What follows belongs to an exercise in optimizing a design on an open flow for small area, a short achievable clock period and few clock cycles; a production flow would make more cautious choices.
In this exercise RTL edits were held to simulation tests only and were not proved equivalent to the original.
Power and IR drop assume default switching activity.

==> onyx <==
==> flow/design.v <==
`timescale 1ns / 1ps
module regfile(
	input clk,
	input rst,
	input [4:0] ra1,
	output [31:0] rd1,
	input [4:0] ra2,
	output [31:0] rd2,
	input we,
	input [4:0] wa,
	input [31:0] wd
);
	reg [31:0] r [1:31];
	wire [31:0] wdat = wd & {32{~rst}};
	genvar g;
	generate
		for (g = 1; g < 32; g = g + 1) begin : regs
			always @(posedge clk)
				if (rst || (we && wa == g))
					r[g] <= wdat;
		end
	endgenerate
	reg [31:0] o1, o2;
	integer i;
	always @(*) begin
		o1 = 32'b0;
		o2 = 32'b0;
		for (i = 1; i < 32; i = i + 1) begin
			o1 = o1 | ({32{ra1 == i}} & r[i]);
			o2 = o2 | ({32{ra2 == i}} & r[i]);
		end
	end
	assign rd1 = o1;
	assign rd2 = o2;
endmodule
`timescale 1ns / 1ps
module mips_core(
	input clk,
	input rst,
	output [31:0] imem_addr,
	input [31:0] imem_rdata,
	output [31:0] dmem_addr,
	output [31:0] dmem_wdata,
	output dmem_we,
	input [31:0] dmem_rdata
	);
	reg [9:0] pc;
	reg        e_we, e_ld, e_st;
	reg [4:0]  e_rd;
	reg [31:0] e_a, e_b, e_sd;
	reg        e_sadd, e_sslt, e_slog, e_ssh, e_sb;
	reg        e_sub, e_uns, e_shr, e_sha;
	reg [1:0]  e_lop;
	reg        e_mov, e_movn;
	reg        e_jr, e_j;
	reg        e_bcmp, e_bz, e_bs, e_bne, e_bgtz, e_bgez;
	reg [9:0]  e_tgt;     
	reg        m_we, m_ld, m_st;
	reg [4:0]  m_rd;
	reg [31:0] m_res, m_sd;
	wire [31:0] ins = imem_rdata;
	wire [5:0] op = ins[31:26];
	wire [5:0] fn = ins[5:0];
	wire [4:0] rs = ins[25:21];
	wire [4:0] rt = ins[20:16];
	wire [4:0] rd = ins[15:11];
	wire [4:0] sh = ins[10:6];
	wire [15:0] imm = ins[15:0];
	wire d_r      = (op == 6'h00);
	wire d_jr     = d_r && (fn == 6'h08);
	wire d_mov    = d_r && (fn[5:1] == 5'b00101);
	wire d_shimm  = d_r && (fn[5:2] == 4'b0000);
	wire d_shift  = d_r && (fn[5:3] == 3'b000);
	wire d_addsub = d_r && (fn[5:2] == 4'b1000);
	wire d_logic  = d_r && (fn[5:2] == 4'b1001);
	wire d_slt    = d_r && (fn[5:1] == 5'b10101);
	wire d_regimm = (op == 6'h01);
	wire d_j      = (op == 6'h02);
	wire d_bcmp   = (op[5:1] == 5'b00010);
	wire d_bz     = (op[5:1] == 5'b00011);
	wire d_immop  = (op[5:3] == 3'b001);
	wire d_addi   = (op[5:1] == 5'b00100);
	wire d_slti   = (op[5:1] == 5'b00101);
	wire d_logi   = (op[5:2] == 4'b0011) && (op[1:0] != 2'b11);
	wire d_lui    = (op == 6'h0F);
	wire d_lw     = (op == 6'h23);
	wire d_sw     = (op == 6'h2B);
	wire [4:0] d_rd = d_r ? rd : rt;
	wire d_we = ((d_r && !d_jr) || d_immop || d_lw) && (d_rd != 5'd0);
	wire d_use_rs = !(d_j || d_shimm || d_lui);
	wire d_use_rt = d_r || d_bcmp || d_sw;
	wire [31:0] rf1, rf2;
	wire [31:0] m_val = m_ld ? dmem_rdata : m_res;
	wire [31:0] alu;
	wire e_wr;
	regfile regfile(
		.clk(clk), .rst(rst),
		.ra1(rs), .rd1(rf1),
		.ra2(rt), .rd2(rf2),
		.we(m_we), .wa(m_rd), .wd(m_val)
	);
	wire e_hit1 = e_wr && (e_rd == rs);
	wire e_hit2 = e_wr && (e_rd == rt);
	wire m_hit1 = m_we && (m_rd == rs);
	wire m_hit2 = m_we && (m_rd == rt);
	wire [31:0] rs_m = m_hit1 ? m_val : rf1;
	wire [31:0] rt_m = m_hit2 ? m_val : rf2;
	wire [31:0] rs_val = e_hit1 ? alu : rs_m;
	wire [31:0] rt_val = e_hit2 ? alu : rt_m;
	wire stall = e_we && e_ld &&
		((d_use_rs && e_rd == rs) || (d_use_rt && e_rd == rt));
	wire [31:0] immext = d_lui ? {imm, 16'b0} :
	                     d_logi ? {16'b0, imm} : {{16{imm[15]}}, imm};
	wire d_useimm = d_immop || d_lw || d_sw;
	wire [31:0] d_a = d_shimm ? {27'b0, sh} : d_bcmp ? (rs_val ^ rt_val) : rs_val;
	wire [31:0] d_b = d_useimm ? immext : rt_val;
	wire [9:0] fpc, fpc_inc;
	always @(posedge clk) begin
		if (rst) pc <= 10'd0;
		else pc <= stall ? fpc : fpc_inc;
	end
	wire kill = rst || stall;
	always @(posedge clk) begin
		if (kill) begin
			e_we <= 1'b0;
			e_ld <= 1'b0;
			e_st <= 1'b0;
			e_j  <= 1'b0;
			e_jr <= 1'b0;
			{e_bcmp, e_bz, e_bs} <= 3'b0;
		end else begin
			e_we <= d_we;
			e_ld <= d_lw;
			e_st <= d_sw;
			e_j  <= d_j;
			e_jr <= d_jr;
			e_bcmp <= d_bcmp;
			e_bz   <= d_bz;
			e_bs   <= d_regimm;
		end
		e_bne  <= op[0];
		e_bgtz <= op[0];
		e_bgez <= rt[0];
		e_rd   <= d_rd;
		e_a    <= d_a;
		e_b    <= d_b;
		e_sd   <= rt_val;
		e_sadd <= d_addsub || d_addi || d_lw || d_sw;
		e_sslt <= d_slt || d_slti;
		e_slog <= d_logic || d_logi;
		e_ssh  <= d_shift;
		e_sb   <= d_mov || d_lui;
		e_sub  <= d_r ? fn[1] : (d_immop && op[1]);
		e_uns  <= d_r ? fn[0] : op[0];
		e_lop  <= d_r ? fn[1:0] : op[1:0];
		e_shr  <= fn[1];
		e_sha  <= fn[0];
		e_mov  <= d_mov;
		e_movn <= fn[0];
		e_tgt  <= d_j ? ins[9:0] : fpc + (imm[9:0] + 10'd1);
	end
	wire [31:0] bx = e_sub ? ~e_b : e_b;
	wire [32:0] sum = {1'b0, e_a} + {1'b0, bx} + {32'b0, e_sub};
	wire lt = e_uns ? ~sum[32] : ((e_a[31] ^ e_b[31]) ? e_a[31] : sum[31]);
	reg [31:0] lg;
	always @(*)
		case (e_lop)
			2'b00: lg = e_a & e_b;
			2'b01: lg = e_a | e_b;
			2'b10: lg = e_a ^ e_b;
			default: lg = ~(e_a | e_b);
		endcase
	wire [31:0] shl = e_b << e_a[4:0];
	wire [63:0] shx = {{32{e_sha & e_b[31]}}, e_b} >> e_a[4:0];
	wire [31:0] shv = e_shr ? shx[31:0] : shl;
	assign alu = ({32{e_sadd}} & sum[31:0]) |
	             ({32{e_sslt}} & {31'b0, lt}) |
	             ({32{e_slog}} & lg) |
	             ({32{e_ssh}}  & shv) |
	             ({32{e_sb}}   & e_b);
	wire a_zero = (e_a == 32'b0);
	wire a_neg = e_a[31];
	wire a_lez = a_neg | a_zero;
	function [9:0] pick;
		input [9:0] p, t, r;
		begin
			if (e_bcmp)    pick = (a_zero ^ e_bne) ? t : p;
			else if (e_bz) pick = (a_lez ^ e_bgtz) ? t : p;
			else if (e_bs) pick = (a_neg ^ e_bgez) ? t : p;
			else if (e_jr) pick = r;
			else if (e_j)  pick = t;
			else           pick = p;
		end
	endfunction
	assign fpc = pick(pc, e_tgt, e_a[11:2]);
	assign fpc_inc = pick(pc + 10'd1, e_tgt + 10'd1, e_a[11:2] + 10'd1);
	assign e_wr = e_we && (!e_mov || (a_zero ^ e_movn));
	always @(posedge clk) begin
		if (rst) begin
			m_we <= 1'b0;
			m_ld <= 1'b0;
			m_st <= 1'b0;
		end else begin
			m_we <= e_wr;
			m_ld <= e_ld;
			m_st <= e_st;
		end
		m_rd  <= e_rd;
		m_res <= alu;
		m_sd  <= e_sd;
	end
	assign imem_addr = {20'b0, fpc, 2'b00};
	assign dmem_addr = m_res;
	assign dmem_wdata = m_sd;
	assign dmem_we = m_st;
endmodule
==> flow/flow/run.sh <==
#!/bin/bash
# The standard layout, except that the port buffers are plain buf_4 cells
# instead of the delay buffers the resizer picks by default.
set -euo pipefail
export BUFFER_PORTS_ARGS="-buffer_cell sky130_fd_sc_hd__buf_4"
bash standard.sh > standard.log 2>&1
==> flow/standard.sh <==
#!/bin/bash
# synth_recipe.tcl (not shown) runs the flow's synth.tcl, then flattens the netlist and writes it again
# the make line also repeats each setting of config.mk as NAME=value (left out here)
make -C /OpenROAD-flow-scripts/flow DESIGN_CONFIG=/design/flow/config.mk WORK_HOME=/design/flow/orfs CLKGATE_MAP_FILE= SYNTH_SCRIPT=/design/flow/synth_recipe.tcl "${@:-finish}"
==> flow/config.mk <==
export PLATFORM = sky130hd
export DESIGN_NAME = mips_core
export DESIGN_NICKNAME = mips_core
export VERILOG_FILES = /design/flow/design.v
export SDC_FILE = /design/flow/constraint.sdc
export NUM_CORES = 4
export LEC_CHECK = 0
export ABC_CLOCK_PERIOD_IN_PS = 3500
export CAP_MARGIN = 20
export CORE_MARGIN = 2
export CORE_UTILIZATION = 60
export PLACE_DENSITY = 0.7
export SETUP_SLACK_MARGIN = 3.8
export SLEW_MARGIN = 20
==> flow/constraint.sdc <==
create_clock -name core_clock -period 8.0 [get_ports {clk}]
set_input_delay 1.6000 -clock core_clock [delete_from_list [all_inputs] [get_ports {clk}]]
set_output_delay 1.6000 -clock core_clock [all_outputs]
set_load 0.01 [all_outputs]
==> ember (differences from onyx) <==
==> flow/design.v, changed modules only <==
module mips_core(
	input clk,
	input rst,
	output [31:0] imem_addr,
	input [31:0] imem_rdata,
	output [31:0] dmem_addr,
	output [31:0] dmem_wdata,
	output dmem_we,
	input [31:0] dmem_rdata
	);
	reg [9:0] pc;
	reg        e_we, e_ld, e_st, e_br;
	reg [4:0]  e_rd;
	reg [31:0] e_a, e_b, e_sd;
	reg        e_sadd, e_sslt, e_slog, e_ssh, e_sb;
	reg        e_sub, e_uns, e_shr, e_sha;
	reg [1:0]  e_lop;
	reg        e_mov, e_movn;
	reg [1:0]  e_bt;      
	reg        e_binv, e_pred;
	reg [9:0]  e_alt;
	reg        m_we, m_ld, m_st;
	reg [4:0]  m_rd;
	reg [31:0] m_res, m_sd;
	wire [31:0] ins = imem_rdata;
	wire [5:0] op = ins[31:26];
	wire [5:0] fn = ins[5:0];
	wire [4:0] rs = ins[25:21];
	wire [4:0] rt = ins[20:16];
	wire [4:0] rd = ins[15:11];
	wire [4:0] sh = ins[10:6];
	wire [15:0] imm = ins[15:0];
	wire d_r      = (op == 6'h00);
	wire d_jr     = d_r && (fn == 6'h08);
	wire d_mov    = d_r && (fn[5:1] == 5'b00101);
	wire d_shimm  = d_r && (fn[5:2] == 4'b0000);
	wire d_shift  = d_r && (fn[5:3] == 3'b000);
	wire d_addsub = d_r && (fn[5:2] == 4'b1000);
	wire d_logic  = d_r && (fn[5:2] == 4'b1001);
	wire d_slt    = d_r && (fn[5:1] == 5'b10101);
	wire d_regimm = (op == 6'h01);
	wire d_j      = (op == 6'h02);
	wire d_bcmp   = (op[5:1] == 5'b00010);
	wire d_bz     = (op[5:1] == 5'b00011);
	wire d_br     = d_regimm | d_bcmp | d_bz;
	wire d_immop  = (op[5:3] == 3'b001);
	wire d_addi   = (op[5:1] == 5'b00100);
	wire d_slti   = (op[5:1] == 5'b00101);
	wire d_logi   = (op[5:2] == 4'b0011) && (op[1:0] != 2'b11);
	wire d_lui    = (op == 6'h0F);
	wire d_lw     = (op == 6'h23);
	wire d_sw     = (op == 6'h2B);
	wire [4:0] d_rd = d_r ? rd : rt;
	wire d_we = ((d_r && !d_jr) || d_immop || d_lw) && (d_rd != 5'd0);
	wire d_use_rs = !(d_j || d_shimm || d_lui);
	wire d_use_rt = d_r || d_bcmp || d_sw;
	wire [31:0] rf1, rf2;
	wire [31:0] m_val = m_ld ? dmem_rdata : m_res;
	wire [31:0] alu;
	wire e_wr;
	regfile regfile(
		.clk(clk), .rst(rst),
		.ra1(rs), .rd1(rf1),
		.ra2(rt), .rd2(rf2),
		.we(m_we), .wa(m_rd), .wd(m_val)
	);
	wire e_hit1 = e_wr && (e_rd == rs);
	wire e_hit2 = e_wr && (e_rd == rt);
	wire m_hit1 = m_we && (m_rd == rs);
	wire m_hit2 = m_we && (m_rd == rt);
	wire [31:0] rs_m = m_hit1 ? m_val : rf1;
	wire [31:0] rt_m = m_hit2 ? m_val : rf2;
	wire [31:0] rs_val = e_hit1 ? alu : rs_m;
	wire [31:0] rt_val = e_hit2 ? alu : rt_m;
	wire stall = e_we && (
		(e_ld && ((d_use_rs && e_rd == rs) || (d_use_rt && e_rd == rt))) ||
		(d_jr && e_rd == rs));
	wire [31:0] immext = d_lui ? {imm, 16'b0} :
	                     d_logi ? {16'b0, imm} : {{16{imm[15]}}, imm};
	wire d_useimm = d_immop || d_lw || d_sw;
	wire [31:0] d_a = d_shimm ? {27'b0, sh} : rs_val;
	wire [31:0] d_b = d_useimm ? immext : rt_val;
	wire [9:0] pc_inc = pc + 10'd1;
	wire [9:0] target = pc_inc + imm[9:0];
	wire d_pred = (imm[15] && !(op == 6'h05 && rs == rt)) || (op == 6'h04 && rs == rt);
	wire mispredict;
	reg [9:0] pc_next;
	always @(*) begin
		if (mispredict) pc_next = e_alt;
		else if (stall) pc_next = pc;
		else if (d_j) pc_next = ins[9:0];
		else if (d_jr) pc_next = rs_m[11:2];
		else if (d_br && d_pred) pc_next = target;
		else pc_next = pc_inc;
	end
	always @(posedge clk) begin
		if (rst) pc <= 10'd0;
		else pc <= pc_next;
	end
	wire kill = rst || mispredict || stall;
	always @(posedge clk) begin
		if (kill) begin
			e_we <= 1'b0;
			e_ld <= 1'b0;
			e_st <= 1'b0;
			e_br <= 1'b0;
		end else begin
			e_we <= d_we;
			e_ld <= d_lw;
			e_st <= d_sw;
			e_br <= d_br;
		end
		e_rd   <= d_rd;
		e_a    <= d_a;
		e_b    <= d_b;
		e_sd   <= rt_val;
		e_sadd <= d_addsub || d_addi || d_lw || d_sw;
		e_sslt <= d_slt || d_slti;
		e_slog <= d_logic || d_logi;
		e_ssh  <= d_shift;
		e_sb   <= d_mov || d_lui;
		e_sub  <= d_r ? fn[1] : (d_immop && op[1]);
		e_uns  <= d_r ? fn[0] : op[0];
		e_lop  <= d_r ? fn[1:0] : op[1:0];
		e_shr  <= fn[1];
		e_sha  <= fn[0];
		e_mov  <= d_mov;
		e_movn <= fn[0];
		e_bt   <= d_bcmp ? 2'd0 : d_bz ? 2'd1 : 2'd2;
		e_binv <= d_regimm ? rt[0] : op[0];
		e_pred <= d_pred;
		e_alt  <= d_pred ? pc_inc : target;
	end
	wire [31:0] bx = e_sub ? ~e_b : e_b;
	wire [32:0] sum = {1'b0, e_a} + {1'b0, bx} + {32'b0, e_sub};
	wire lt = e_uns ? ~sum[32] : ((e_a[31] ^ e_b[31]) ? e_a[31] : sum[31]);
	reg [31:0] lg;
	always @(*)
		case (e_lop)
			2'b00: lg = e_a & e_b;
			2'b01: lg = e_a | e_b;
			2'b10: lg = e_a ^ e_b;
			default: lg = ~(e_a | e_b);
		endcase
	wire [31:0] shl = e_b << e_a[4:0];
	wire [63:0] shx = {{32{e_sha & e_b[31]}}, e_b} >> e_a[4:0];
	wire [31:0] shv = e_shr ? shx[31:0] : shl;
	assign alu = ({32{e_sadd}} & sum[31:0]) |
	             ({32{e_sslt}} & {31'b0, lt}) |
	             ({32{e_slog}} & lg) |
	             ({32{e_ssh}}  & shv) |
	             ({32{e_sb}}   & e_b);
	wire a_zero = (e_a == 32'b0);
	wire a_neg = e_a[31];
	wire eq = (e_a == e_b);
	wire cond = (e_bt == 2'd0) ? eq : (e_bt == 2'd1) ? (a_neg | a_zero) : a_neg;
	wire taken = cond ^ e_binv;
	assign mispredict = e_br && (taken != e_pred);
	assign e_wr = e_we && (!e_mov || (a_zero ^ e_movn));
	always @(posedge clk) begin
		if (rst) begin
			m_we <= 1'b0;
			m_ld <= 1'b0;
			m_st <= 1'b0;
		end else begin
			m_we <= e_wr;
			m_ld <= e_ld;
			m_st <= e_st;
		end
		m_rd  <= e_rd;
		m_res <= alu;
		m_sd  <= e_sd;
	end
	assign imem_addr = {20'b0, pc, 2'b00};
	assign dmem_addr = m_res;
	assign dmem_wdata = m_sd;
	assign dmem_we = m_st;
endmodule
==> flow/run.sh (new file) <==
#!/bin/bash
# synth_recipe.tcl (not shown) runs the flow's synth.tcl, then flattens the netlist and writes it again
# the make line also repeats each setting of config.mk as NAME=value (left out here)
make -C /OpenROAD-flow-scripts/flow DESIGN_CONFIG=/design/flow/config.mk WORK_HOME=/design/flow/orfs CLKGATE_MAP_FILE= SYNTH_SCRIPT=/design/flow/synth_recipe.tcl finish
ABC_CLOCK_PERIOD_IN_PS = not set   (was 3500)
CORE_UTILIZATION = 45   (was 60)
PLACE_DENSITY = 0.6   (was 0.7)
SETUP_SLACK_MARGIN = not set   (was 3.8)
removed: flow/flow/run.sh
removed: flow/standard.sh
==> delta (differences from onyx) <==
==> flow/design.v, changed modules only <==
module mips_core(
	input clk,
	input rst,
	output [31:0] imem_addr,
	input [31:0] imem_rdata,
	output [31:0] dmem_addr,
	output [31:0] dmem_wdata,
	output dmem_we,
	input [31:0] dmem_rdata
	);
	reg        e_we, e_ld, e_st;
	reg [4:0]  e_rd;
	reg [31:0] e_a, e_b, e_sd;
	reg        e_sadd, e_sslt, e_slog, e_ssh, e_sb;
	reg        e_sub, e_uns, e_shr, e_sha;
	reg [1:0]  e_lop;
	reg        e_mov, e_movn;
	reg [9:0]  e_t0, e_t1;
	reg        e_cz, e_cn;    
	reg [7:0]  e_cg;          
	reg        e_cs;          
	reg        m_we, m_ld, m_st;
	reg [4:0]  m_rd;
	reg [31:0] m_res, m_sd;
	wire [31:0] ins = imem_rdata;
	wire [5:0] op = ins[31:26];
	wire [5:0] fn = ins[5:0];
	wire [4:0] rs = ins[25:21];
	wire [4:0] rt = ins[20:16];
	wire [4:0] rd = ins[15:11];
	wire [4:0] sh = ins[10:6];
	wire [15:0] imm = ins[15:0];
	wire d_r      = (op == 6'h00);
	wire d_jr     = d_r && (fn == 6'h08);
	wire d_mov    = d_r && (fn[5:1] == 5'b00101);
	wire d_shimm  = d_r && (fn[5:2] == 4'b0000);
	wire d_shift  = d_r && (fn[5:3] == 3'b000);
	wire d_addsub = d_r && (fn[5:2] == 4'b1000);
	wire d_logic  = d_r && (fn[5:2] == 4'b1001);
	wire d_slt    = d_r && (fn[5:1] == 5'b10101);
	wire d_regimm = (op == 6'h01);
	wire d_j      = (op == 6'h02);
	wire d_bcmp   = (op[5:1] == 5'b00010);
	wire d_bz     = (op[5:1] == 5'b00011);
	wire d_immop  = (op[5:3] == 3'b001);
	wire d_addi   = (op[5:1] == 5'b00100);
	wire d_slti   = (op[5:1] == 5'b00101);
	wire d_logi   = (op[5:2] == 4'b0011) && (op[1:0] != 2'b11);
	wire d_lui    = (op == 6'h0F);
	wire d_lw     = (op == 6'h23);
	wire d_sw     = (op == 6'h2B);
	wire [4:0] d_rd = d_r ? rd : rt;
	wire d_we = ((d_r && !d_jr) || d_immop || d_lw) && (d_rd != 5'd0);
	wire d_use_rs = !(d_j || d_shimm || d_lui);
	wire d_use_rt = d_r || d_bcmp || d_sw;
	wire [31:0] rf1, rf2;
	wire [31:0] m_val = m_ld ? dmem_rdata : m_res;
	wire [31:0] alu;
	wire e_wr;
	regfile regfile(
		.clk(clk), .rst(rst),
		.ra1(rs), .rd1(rf1),
		.ra2(rt), .rd2(rf2),
		.we(m_we), .wa(m_rd), .wd(m_val)
	);
	wire e_hit1 = e_wr && (e_rd == rs);
	wire e_hit2 = e_wr && (e_rd == rt);
	wire m_hit1 = m_we && (m_rd == rs);
	wire m_hit2 = m_we && (m_rd == rt);
	wire [31:0] rs_m = m_hit1 ? m_val : rf1;
	wire [31:0] rt_m = m_hit2 ? m_val : rf2;
	wire [31:0] rs_val = e_hit1 ? alu : rs_m;
	wire [31:0] rt_val = e_hit2 ? alu : rt_m;
	wire stall = e_we && e_ld &&
		((d_use_rs && e_rd == rs) || (d_use_rt && e_rd == rt));
	wire [31:0] immext = d_lui ? {imm, 16'b0} :
	                     d_logi ? {16'b0, imm} : {{16{imm[15]}}, imm};
	wire d_useimm = d_immop || d_lw || d_sw;
	wire [31:0] d_a = d_shimm ? {27'b0, sh} : rs_val;
	wire [31:0] d_c = d_bcmp ? (rs_val ^ rt_val) : rs_val;
	wire [7:0] d_cg;
	genvar gi;
	generate
		for (gi = 0; gi < 8; gi = gi + 1) begin : cgroup
			assign d_cg[gi] = ~|d_c[4*gi+3:4*gi];
		end
	endgenerate
	wire d_sub = (d_addsub && fn[1]) || d_slt || d_slti;
	wire [31:0] d_b = (d_useimm ? immext : rt_val) ^ {32{d_sub}};
	wire [9:0] fpc;
	wire cond;
	wire [9:0] d_off = imm[9:0] + 10'd1;
	wire [9:0] fnext = cond ? e_t1 + 10'd1 : e_t0 + 10'd1;
	wire [9:0] ftgt = cond ? e_t1 + d_off : e_t0 + d_off;
	wire d_inv = d_regimm ? rt[0] : op[0];
	reg [9:0] d_t0, d_t1;
	always @(*) begin
		d_t0 = fnext;
		d_t1 = fnext;
		if (rst) begin
			d_t0 = 10'd0;
			d_t1 = 10'd0;
		end else if (stall) begin
			d_t0 = fpc;
			d_t1 = fpc;
		end else if (d_j) begin
			d_t0 = ins[9:0];
			d_t1 = ins[9:0];
		end else if (d_jr) begin
			d_t0 = rs_val[11:2];
			d_t1 = rs_val[11:2];
		end else if (d_bcmp || d_bz || d_regimm) begin
			if (d_inv) d_t0 = ftgt;
			else d_t1 = ftgt;
		end
	end
	wire kill = rst || stall;
	always @(posedge clk) begin
		if (kill) begin
			e_we <= 1'b0;
			e_ld <= 1'b0;
			e_st <= 1'b0;
			e_cz <= 1'b0;
			e_cn <= 1'b0;
		end else begin
			e_we <= d_we;
			e_ld <= d_lw;
			e_st <= d_sw;
			e_cz <= d_bcmp || d_bz;
			e_cn <= d_bz || d_regimm;
		end
		e_t0   <= d_t0;
		e_t1   <= d_t1;
		e_cg   <= d_cg;
		e_cs   <= d_c[31];
		e_rd   <= d_rd;
		e_a    <= d_a;
		e_b    <= d_b;
		e_sd   <= rt_val;
		e_sadd <= d_addsub || d_addi || d_lw || d_sw;
		e_sslt <= d_slt || d_slti;
		e_slog <= d_logic || d_logi;
		e_ssh  <= d_shift;
		e_sb   <= d_mov || d_lui;
		e_sub  <= d_sub;
		e_uns  <= d_r ? fn[0] : op[0];
		e_lop  <= d_r ? fn[1:0] : op[1:0];
		e_shr  <= fn[1];
		e_sha  <= fn[0];
		e_mov  <= d_mov;
		e_movn <= fn[0];
	end
	wire [32:0] sum = {1'b0, e_a} + {1'b0, e_b} + {32'b0, e_sub};
	wire lt = e_uns ? ~sum[32] : ((e_a[31] == e_b[31]) ? e_a[31] : sum[31]);
	reg [31:0] lg;
	always @(*)
		case (e_lop)
			2'b00: lg = e_a & e_b;
			2'b01: lg = e_a | e_b;
			2'b10: lg = e_a ^ e_b;
			default: lg = ~(e_a | e_b);
		endcase
	function [31:0] rev;
		input [31:0] x;
		integer k;
		for (k = 0; k < 32; k = k + 1) rev[k] = x[31 - k];
	endfunction
	wire [31:0] shin = e_shr ? e_b : rev(e_b);
	wire [31:0] shout = $signed({e_shr & e_sha & e_b[31], shin}) >>> e_a[4:0];
	wire [31:0] shv = e_shr ? shout : rev(shout);
	assign alu = ({32{e_sadd}} & sum[31:0]) |
	             ({32{e_sslt}} & {31'b0, lt}) |
	             ({32{e_slog}} & lg) |
	             ({32{e_ssh}}  & shv) |
	             ({32{e_sb}}   & e_b);
	wire a_zero = (e_a == 32'b0);      
	assign cond = (e_cz && (&e_cg)) || (e_cn && e_cs);
	assign fpc = cond ? e_t1 : e_t0;
	assign e_wr = e_we && (!e_mov || (a_zero ^ e_movn));
	always @(posedge clk) begin
		if (rst) begin
			m_we <= 1'b0;
			m_ld <= 1'b0;
			m_st <= 1'b0;
		end else begin
			m_we <= e_wr;
			m_ld <= e_ld;
			m_st <= e_st;
		end
		m_rd  <= e_rd;
		m_res <= alu;
		m_sd  <= e_sd;
	end
	assign imem_addr = {20'b0, fpc, 2'b00};
	assign dmem_addr = m_res;
	assign dmem_wdata = m_sd;
	assign dmem_we = m_st;
endmodule
ABC_CLOCK_PERIOD_IN_PS = not set   (was 3500)
CORE_UTILIZATION = 50   (was 60)
PLACE_DENSITY = 0.6   (was 0.7)
SETUP_SLACK_MARGIN = 4.3   (was 3.8)
==> qor summary <==
item	delta	ember	onyx
Cell at the slowest stage of the critical path	sky130_fd_sc_hd__o211ai_1	sky130_fd_sc_hd__and2_2	sky130_fd_sc_hd__dfxtp_2
Aggregate global-route resource usage	0.558	0.458	0.561
Switching part of the total power	0.317	0.309	0.306
Total Wirelength	353 mm	320 mm	299 mm
Count of buffers added by post-CTS timing repair for setup	354	0	69
Reg area	0.0343 sq mm	0.0340 sq mm	0.0341 sq mm
Final nets	5,966	5,440	5,698
RSZ-0062 raised after global routing	yes	no	yes
Worst setup SP type	flip-flop	primary input	flip-flop
Floorplan die width	350 um	369 um	323 um
Post-layout instance area	0.0774 sq mm	0.0686 sq mm	0.0705 sq mm
Final Slew Violations	4	0	0
GRT met3 Usage	0.322	0.196	0.291
P_clk	6210 uW	6230 uW	5870 uW
Number of logic inverters in the finished layout	134	119	132
Status	failed layout checks	no timing/DRC/antenna violations	no timing/DRC/antenna violations
Violated checks	max-capacitance violations, max-slew violations	-	-
H-tree depth	4	4	3
Post-cts resize count	560	0	119
Testbench counts of onyx, summed over its fixed seeds: cycles 41,921.
Testbench counts of ember, summed over its fixed seeds: cycles 45,553.
Testbench counts of delta, summed over its fixed seeds: cycles 41,921.

[afterwards: timing with drivers on the ports]
In the flow no input, the clock included, has a driving cell. The finished layouts below were timed again as built, in two steps.
Step 1 (the two cells are an assumption about what drives the block):
set clk [get_ports {clk}]
set_driving_cell -lib_cell sky130_fd_sc_hd__clkbuf_16 $clk
set_driving_cell -lib_cell sky130_fd_sc_hd__buf_2 [delete_from_list [all_inputs] $clk]
Step 2 adds t to the input delays and takes it off the output delays; t is the mean of the earliest and latest rising clock arrival at the registers after step 1. Input paths then give back, and output paths get back, about the clock's delay inside the block.
Slacks: no drivers / after step 1 / after step 2; pairs: no drivers / after step 1.
run | t (ns) | setup slack, ns | worst setup path after step 2 | worst register clock-pin slew, ns
onyx | 0.827 | 2.930 / 2.854 / 2.760 | input to register | 0.07 / 0.07
ember | 0.867 | 2.166 / 2.225 / 1.358 | input to register | 0.07 / 0.07
delta | 0.875 | 3.934 / 3.895 / 3.081 | input to register | 0.08 / 0.08
The setup slack of delta, which loses most, moves by -0.039 ns with the drivers and by -0.853 ns with both steps.
